Background: an optimization exercise with open tools, aiming at small area. Do not read the settings as production practice.
Only simulation tests tie the RTL to the original design; equivalence was not proved.

// quadratic_sequence
module quadratic_sequence (
    input  wire       i_clk,
    input  wire       i_rst_n,
    input  wire       i_write_en,
    input  wire       i_read_en,
    input  wire [4:0] i_data,
    output reg  [1:0] o_result,
    output wire [6:0] led1_data,
    output wire [6:0] led2_data,
    output wire [6:0] led1_A, led2_A, led1_B, led2_B, led1_C, led2_C
);
clock: 80.0 ns
lec_check: 0
cap_margin: 20
core_margin: 2
core_utilization: 40
place_density: 0.6
slew_margin: 20
standard.sh (not shown) runs the stock make flow with config.mk's settings and CLKGATE_MAP_FILE= SYNTH_SCRIPT=/design/flow/synth_recipe.tcl, a recipe that flattens the netlist after the stock synthesis.
==> flow/flow/run.sh <==
#!/bin/bash
set -euo pipefail
WORK=$PWD
export MY_ABC_SCRIPT=$WORK/flow/abc.script
export FLOW_SYNTH_TCL=$WORK/synth_recipe.tcl
bash standard.sh ADDER_MAP_FILE= SYNTH_SCRIPT=$WORK/flow/synth.tcl \
  "BUFFER_PORTS_ARGS=-buffer_cell sky130_fd_sc_hd__buf_1" finish > $WORK/standard.log 2>&1
==> flow/flow/abc.script <==
strash
&get -n
&deepsyn -T 60
&put
dch
map -a
topo
==> flow/flow/synth.tcl <==
# The standard flow's synthesis script (synth_recipe.tcl) unchanged, except that every abc call
# runs flow/abc.script instead of ORFS's abc script.
proc abc {args} {
  set i [lsearch -exact $args -script]
  if {$i >= 0} { set args [lreplace $args $i [expr {$i + 1}] -script $::env(MY_ABC_SCRIPT)] }
  yosys abc {*}$args
}
source $::env(FLOW_SYNTH_TCL)
The first run completed without violations.
Rerun with:
==> flow/flow/run.sh (replaced) <==
#!/bin/bash
bash standard.sh > standard.log 2>&1
removed: flow/flow/abc.script
removed: flow/flow/synth.tcl
Effect:
- count of clock-buffer cells in the layout decreases by 1
- setup slack loses 280 ps
- global-route usage falls by 3.0 points
- area after synthesis rises by about 70%
- maximum frequency fell by 1.5%
Rerun with:
==> flow/run.sh (new file) <==
#!/bin/bash
# synth_recipe.tcl (not shown) runs the flow's synth.tcl, then flattens the netlist and writes it again
# the make line also repeats each setting of config.mk as NAME=value (left out here)
make -C /OpenROAD-flow-scripts/flow DESIGN_CONFIG=/design/flow/config.mk WORK_HOME=/design/flow/orfs CLKGATE_MAP_FILE= SYNTH_SCRIPT=/design/flow/synth_recipe.tcl finish
removed: flow/flow/run.sh
removed: flow/standard.sh
Global-route usage is unchanged.
Final area stays the same.
Via count does not change.
Clock skew does not change.
Synthesized area stays the same.
Final cell count stays the same.
Count of clock-buffer cells in the layout does not change.
Synthesized cell count is unchanged.

---

Another version of the RTL of quadratic_sequence (not shown whole).
For scale: ~340 cells after synthesis, roughly 67 I/O pins.
==> flow/design.v (excerpt) <==
module quadratic_sequence (
    input  wire       i_clk,
    input  wire       i_rst_n,
    input  wire       i_write_en,
    input  wire       i_read_en,
    input  wire [4:0] i_data,
    output reg  [1:0] o_result,
    output wire [6:0] led1_data,
    output wire [6:0] led2_data,
    output wire [6:0] led1_A, led2_A, led1_B, led2_B, led1_C, led2_C
);
    localparam IDLE = 4'd0, GET_A = 4'd1, GET_B = 4'd2, GET_C = 4'd3,
               CALC_DELTA = 4'd4, CALC_SQRT = 4'd5, CALC_ROOTS = 4'd6,
               FINISH = 4'd7, READ_1 = 4'd8, READ_2 = 4'd9;
    reg [3:0] reg_A, reg_B, reg_C, o_data, state;
    reg w_prev, r_prev;
    wire w_press = ~i_write_en & ~w_prev;
    wire r_press = ~i_read_en & ~r_prev;
    wire [3:0] m = i_data[3:0];
    wire [2:0] m_mag = m[3] ? 3'd0 - m[2:0] : m[2:0];
    wire [3:0] coef = {i_data[4] ? (~m[3] & (m[2:0] != 3'd0)) : m[3],
                       m_mag | {3{i_data[4] & (m == 4'b1000)}}};
    wire a8 = reg_A[3] & (reg_A[2:0] == 3'd0);
    wire b8 = reg_B[3] & (reg_B[2:0] == 3'd0);
    wire c8 = reg_C[3] & (reg_C[2:0] == 3'd0);
    wire [3:0] ma = {a8, reg_A[2:0]}, mc = {c8, reg_C[2:0]};
    wire e = reg_B[0];
    wire [2:0] kap = {b8, reg_B[2:1]};
    reg [4:0] u;
    always @(*) begin
        case ({kap, e})
            4'b0000: u = 5'd0;
            4'b0001: u = 5'd0;
            4'b0010: u = 5'd1;
            4'b0011: u = 5'd2;
            4'b0100: u = 5'd4;
            4'b0101: u = 5'd6;
            4'b0110: u = 5'd9;
            4'b0111: u = 5'd12;
            default: u = 5'd16;
        endcase
    end
    wire [5:0] p3 = reg_A[2:0] * reg_C[2:0];
    wire [6:0] p = a8 ? (c8 ? 7'd64 : {1'b0, reg_C[2:0], 3'b0})
                      : (c8 ? {1'b0, reg_A[2:0], 3'b0} : {1'b0, p3});
    wire ac_neg = reg_A[3] ^ reg_C[3];
    wire [7:0] dp = ac_neg ? {3'b0, u} + {1'b0, p} : {3'b0, u} - {1'b0, p};
    wire delta_neg = dp[7];
    wire delta_nz = (dp != 8'd0) | e;
    reg [2:0] j;
    reg ok;
    always @(*) begin
        ok = 1'b1;
        j = 3'd0;
        case ({e, dp[6:0]})
            {1'b0, 7'd0}:  j = 3'd0;
            {1'b0, 7'd1}:  j = 3'd1;
            {1'b0, 7'd4}:  j = 3'd2;
            {1'b0, 7'd9}:  j = 3'd3;
            {1'b0, 7'd16}: j = 3'd4;
  ...
Settings: LEC_CHECK=0, CAP_MARGIN=20, CORE_MARGIN=2, CORE_UTILIZATION=40, PLACE_DENSITY=0.6, SLEW_MARGIN=20; clock period 80.0 ns.
==> flow/flow/run.sh <==
#!/bin/bash
set -euo pipefail
WORK=$PWD
export MY_ABC_DIR=$WORK/flow
export FLOW_SYNTH_TCL=$WORK/synth_recipe.tcl
CTS="-sink_clustering_enable -repair_clock_nets -dont_use_dummy_load"
if [[ -f $WORK/flow/cts_args ]]; then CTS=$(cat $WORK/flow/cts_args); fi
bash standard.sh ADDER_MAP_FILE= SYNTH_SCRIPT=$WORK/flow/synth.tcl \
  "BUFFER_PORTS_ARGS=-buffer_cell sky130_fd_sc_hd__buf_1" \
  "CTS_ARGS=$CTS" finish > $WORK/standard.log 2>&1
==> flow/flow/abc_p0.script <==
strash
&get -n
&deepsyn -J 200 -S 0
&put
dch
amap
topo
==> flow/flow/abc_p1.script <==
strash
&get -n
&deepsyn -J 200 -S 1
&put
dch
amap
topo
==> flow/flow/abc_p2.script <==
strash
&get -n
&deepsyn -J 200 -S 2
&put
dch
amap
topo
==> flow/flow/abc_p3.script <==
strash
&get -n
&deepsyn -J 200 -S 3
&put
dch
amap
topo
==> flow/flow/abc_p4.script <==
strash
&get -n
&deepsyn -J 200 -S 4
&put
dch
amap
topo
==> flow/flow/abc_p5.script <==
strash
&get -n
&deepsyn -J 200 -S 5
&put
dch
amap
topo
==> flow/flow/abc_p6.script <==
strash
&get -n
&deepsyn -J 200 -S 6
&put
dch
amap
topo
==> flow/flow/abc_p7.script <==
strash
&get -n
&deepsyn -J 200 -S 7
&put
dch
amap
topo
==> flow/flow/abc_t0.script <==
strash
&get -n
&deepsyn -J 200 -t -S 0
&put
dch
amap
topo
==> flow/flow/abc_t1.script <==
strash
&get -n
&deepsyn -J 200 -t -S 1
&put
dch
amap
topo
==> flow/flow/abc_t2.script <==
strash
&get -n
&deepsyn -J 200 -t -S 2
&put
dch
amap
topo
==> flow/flow/abc_t3.script <==
strash
&get -n
&deepsyn -J 200 -t -S 3
&put
dch
amap
topo
==> flow/flow/abc_t4.script <==
strash
&get -n
&deepsyn -J 200 -t -S 4
&put
dch
amap
topo
==> flow/flow/abc_t5.script <==
strash
&get -n
&deepsyn -J 200 -t -S 5
&put
dch
amap
topo
==> flow/flow/abc_t6.script <==
strash
&get -n
&deepsyn -J 200 -t -S 6
&put
dch
amap
topo
==> flow/flow/abc_t7.script <==
strash
&get -n
&deepsyn -J 200 -t -S 7
&put
dch
amap
topo
==> flow/flow/synth.tcl <==
# The standard flow's synthesis script (synth_recipe.tcl) unchanged, except for the abc calls:
# each abc call maps the combinational logic with every script flow/abc_*.script in turn,
# starting from the same netlist, and keeps the result with the smallest cell area.
proc abc {args} {
  set i [lsearch -exact $args -script]
  if {$i >= 0} { set args [lreplace $args $i [expr {$i + 1}]] }
  set lib ""
  set j [lsearch -exact $args -liberty]
  if {$j >= 0} { set lib [lindex $args [expr {$j + 1}]] }
  design -save my_pre_abc
  set best ""
  set best_area 0
  foreach scr [lsort [glob $::env(MY_ABC_DIR)/abc_*.script]] {
    design -load my_pre_abc
    yosys abc -script $scr {*}$args
    set report [tee -q -s result.string stat -liberty $lib]
    if {![regexp {Chip area for module '[^']*': ([0-9.]+)} $report -> area]} { error "no area for $scr" }
    puts "abc script [file tail $scr]: cell area $area"
    if {$best eq "" || $area < $best_area} {
      set best $scr
      set best_area $area
      design -save my_best_abc
    }
  }
  puts "abc: kept [file tail $best], cell area $best_area"
  design -load my_best_abc
}
source $::env(FLOW_SYNTH_TCL)
The first run produced a clean layout.
==> next run, changes <==
==> flow/flow/abc_p00.script (new file) <==
strash
&get -n
&deepsyn -J 200 -S 0
&put
dch
amap
topo
==> flow/flow/abc_p01.script (new file) <==
strash
&get -n
&deepsyn -J 200 -S 1
&put
dch
amap
topo
==> flow/flow/abc_p02.script (new file) <==
strash
&get -n
&deepsyn -J 200 -S 2
&put
dch
amap
topo
==> flow/flow/abc_p03.script (new file) <==
strash
&get -n
&deepsyn -J 200 -S 3
&put
dch
amap
topo
==> flow/flow/abc_p04.script (new file) <==
strash
&get -n
&deepsyn -J 200 -S 4
&put
dch
amap
topo
==> flow/flow/abc_p05.script (new file) <==
strash
&get -n
&deepsyn -J 200 -S 5
&put
dch
amap
topo
==> flow/flow/abc_p06.script (new file) <==
strash
&get -n
&deepsyn -J 200 -S 6
&put
dch
amap
topo
==> flow/flow/abc_p07.script (new file) <==
strash
&get -n
&deepsyn -J 200 -S 7
&put
dch
amap
topo
==> flow/flow/abc_p08.script (new file) <==
strash
&get -n
&deepsyn -J 200 -S 8
&put
dch
amap
topo
==> flow/flow/abc_p09.script (new file) <==
strash
&get -n
&deepsyn -J 200 -S 9
&put
dch
amap
topo
==> flow/flow/abc_p10.script (new file) <==
strash
&get -n
&deepsyn -J 200 -S 10
&put
dch
amap
topo
==> flow/flow/abc_p11.script (new file) <==
strash
&get -n
&deepsyn -J 200 -S 11
&put
dch
amap
topo
==> flow/flow/abc_t00.script (new file) <==
strash
&get -n
&deepsyn -J 200 -t -S 0
&put
dch
amap
topo
==> flow/flow/abc_t01.script (new file) <==
strash
&get -n
&deepsyn -J 200 -t -S 1
&put
dch
amap
topo
==> flow/flow/abc_t02.script (new file) <==
strash
&get -n
&deepsyn -J 200 -t -S 2
&put
dch
amap
topo
==> flow/flow/abc_t03.script (new file) <==
strash
&get -n
&deepsyn -J 200 -t -S 3
&put
dch
amap
topo
==> flow/flow/abc_t04.script (new file) <==
strash
&get -n
&deepsyn -J 200 -t -S 4
&put
dch
amap
topo
==> flow/flow/abc_t05.script (new file) <==
strash
&get -n
&deepsyn -J 200 -t -S 5
&put
dch
amap
topo
==> flow/flow/abc_t06.script (new file) <==
strash
&get -n
&deepsyn -J 200 -t -S 6
&put
dch
amap
topo
==> flow/flow/abc_t07.script (new file) <==
strash
&get -n
&deepsyn -J 200 -t -S 7
&put
dch
amap
topo
==> flow/flow/abc_t08.script (new file) <==
strash
&get -n
&deepsyn -J 200 -t -S 8
&put
dch
amap
topo
==> flow/flow/abc_t09.script (new file) <==
strash
&get -n
&deepsyn -J 200 -t -S 9
&put
dch
amap
topo
==> flow/flow/abc_t10.script (new file) <==
strash
&get -n
&deepsyn -J 200 -t -S 10
&put
dch
amap
topo
==> flow/flow/abc_t11.script (new file) <==
strash
&get -n
&deepsyn -J 200 -t -S 11
&put
dch
amap
topo
removed: flow/flow/abc_p0.script
removed: flow/flow/abc_p1.script
removed: flow/flow/abc_p2.script
removed: flow/flow/abc_p3.script
removed: flow/flow/abc_p4.script
removed: flow/flow/abc_p5.script
removed: flow/flow/abc_p6.script
removed: flow/flow/abc_p7.script
removed: flow/flow/abc_t0.script
removed: flow/flow/abc_t1.script
removed: flow/flow/abc_t2.script
removed: flow/flow/abc_t3.script
removed: flow/flow/abc_t4.script
removed: flow/flow/abc_t5.script
removed: flow/flow/abc_t6.script
removed: flow/flow/abc_t7.script
Area after synthesis decreases slightly.
Critical path depth rises by 2.
Worst hold slack loses 0.048 ns.
Sequential cell count stays the same.
Routed wire length rises by a few percent.
Non-clock buffer count does not change.
Via count came out higher by a few percent.
Final area came out lower slightly.

-- separate check: timing with driven ports --
The results above use ideal ports. As a check the final layouts listed here were re-extracted and re-timed, cells and wires unchanged. Step 1: set_driving_cell puts a clkbuf_16 on i_clk and a buf_2 on each other input, an assumption about the parent block. Step 2, shift: input delay + t, output delay - t, t = (earliest + latest rising clock arrival at the registers) / 2. This alone moves slack from input paths to output paths. Three values: ideal ports, drivers, drivers and shift; two values: the first two.
| run | shift t [ns] | setup slack, ns | slew at the worst register clock pin (ns) |
|---|---|---|---|
| the first run of note 1 | 0.299 | 61.663 / 61.633 / 61.933 | 0.09 / 0.09 |
| the second run of note 1 | 0.288 | 61.385 / 61.350 / 61.638 | 0.06 / 0.06 |
| the third run of note 1 | 0.288 | 61.385 / 61.350 / 61.638 | 0.06 / 0.06 |
| the first run of note 2 | 0.287 | 62.070 / 62.047 / 62.334 | 0.09 / 0.09 |
| the second run of note 2 | 0.286 | 62.077 / 62.051 / 62.337 | 0.09 / 0.09 |
After both steps every run listed still meets setup and hold.
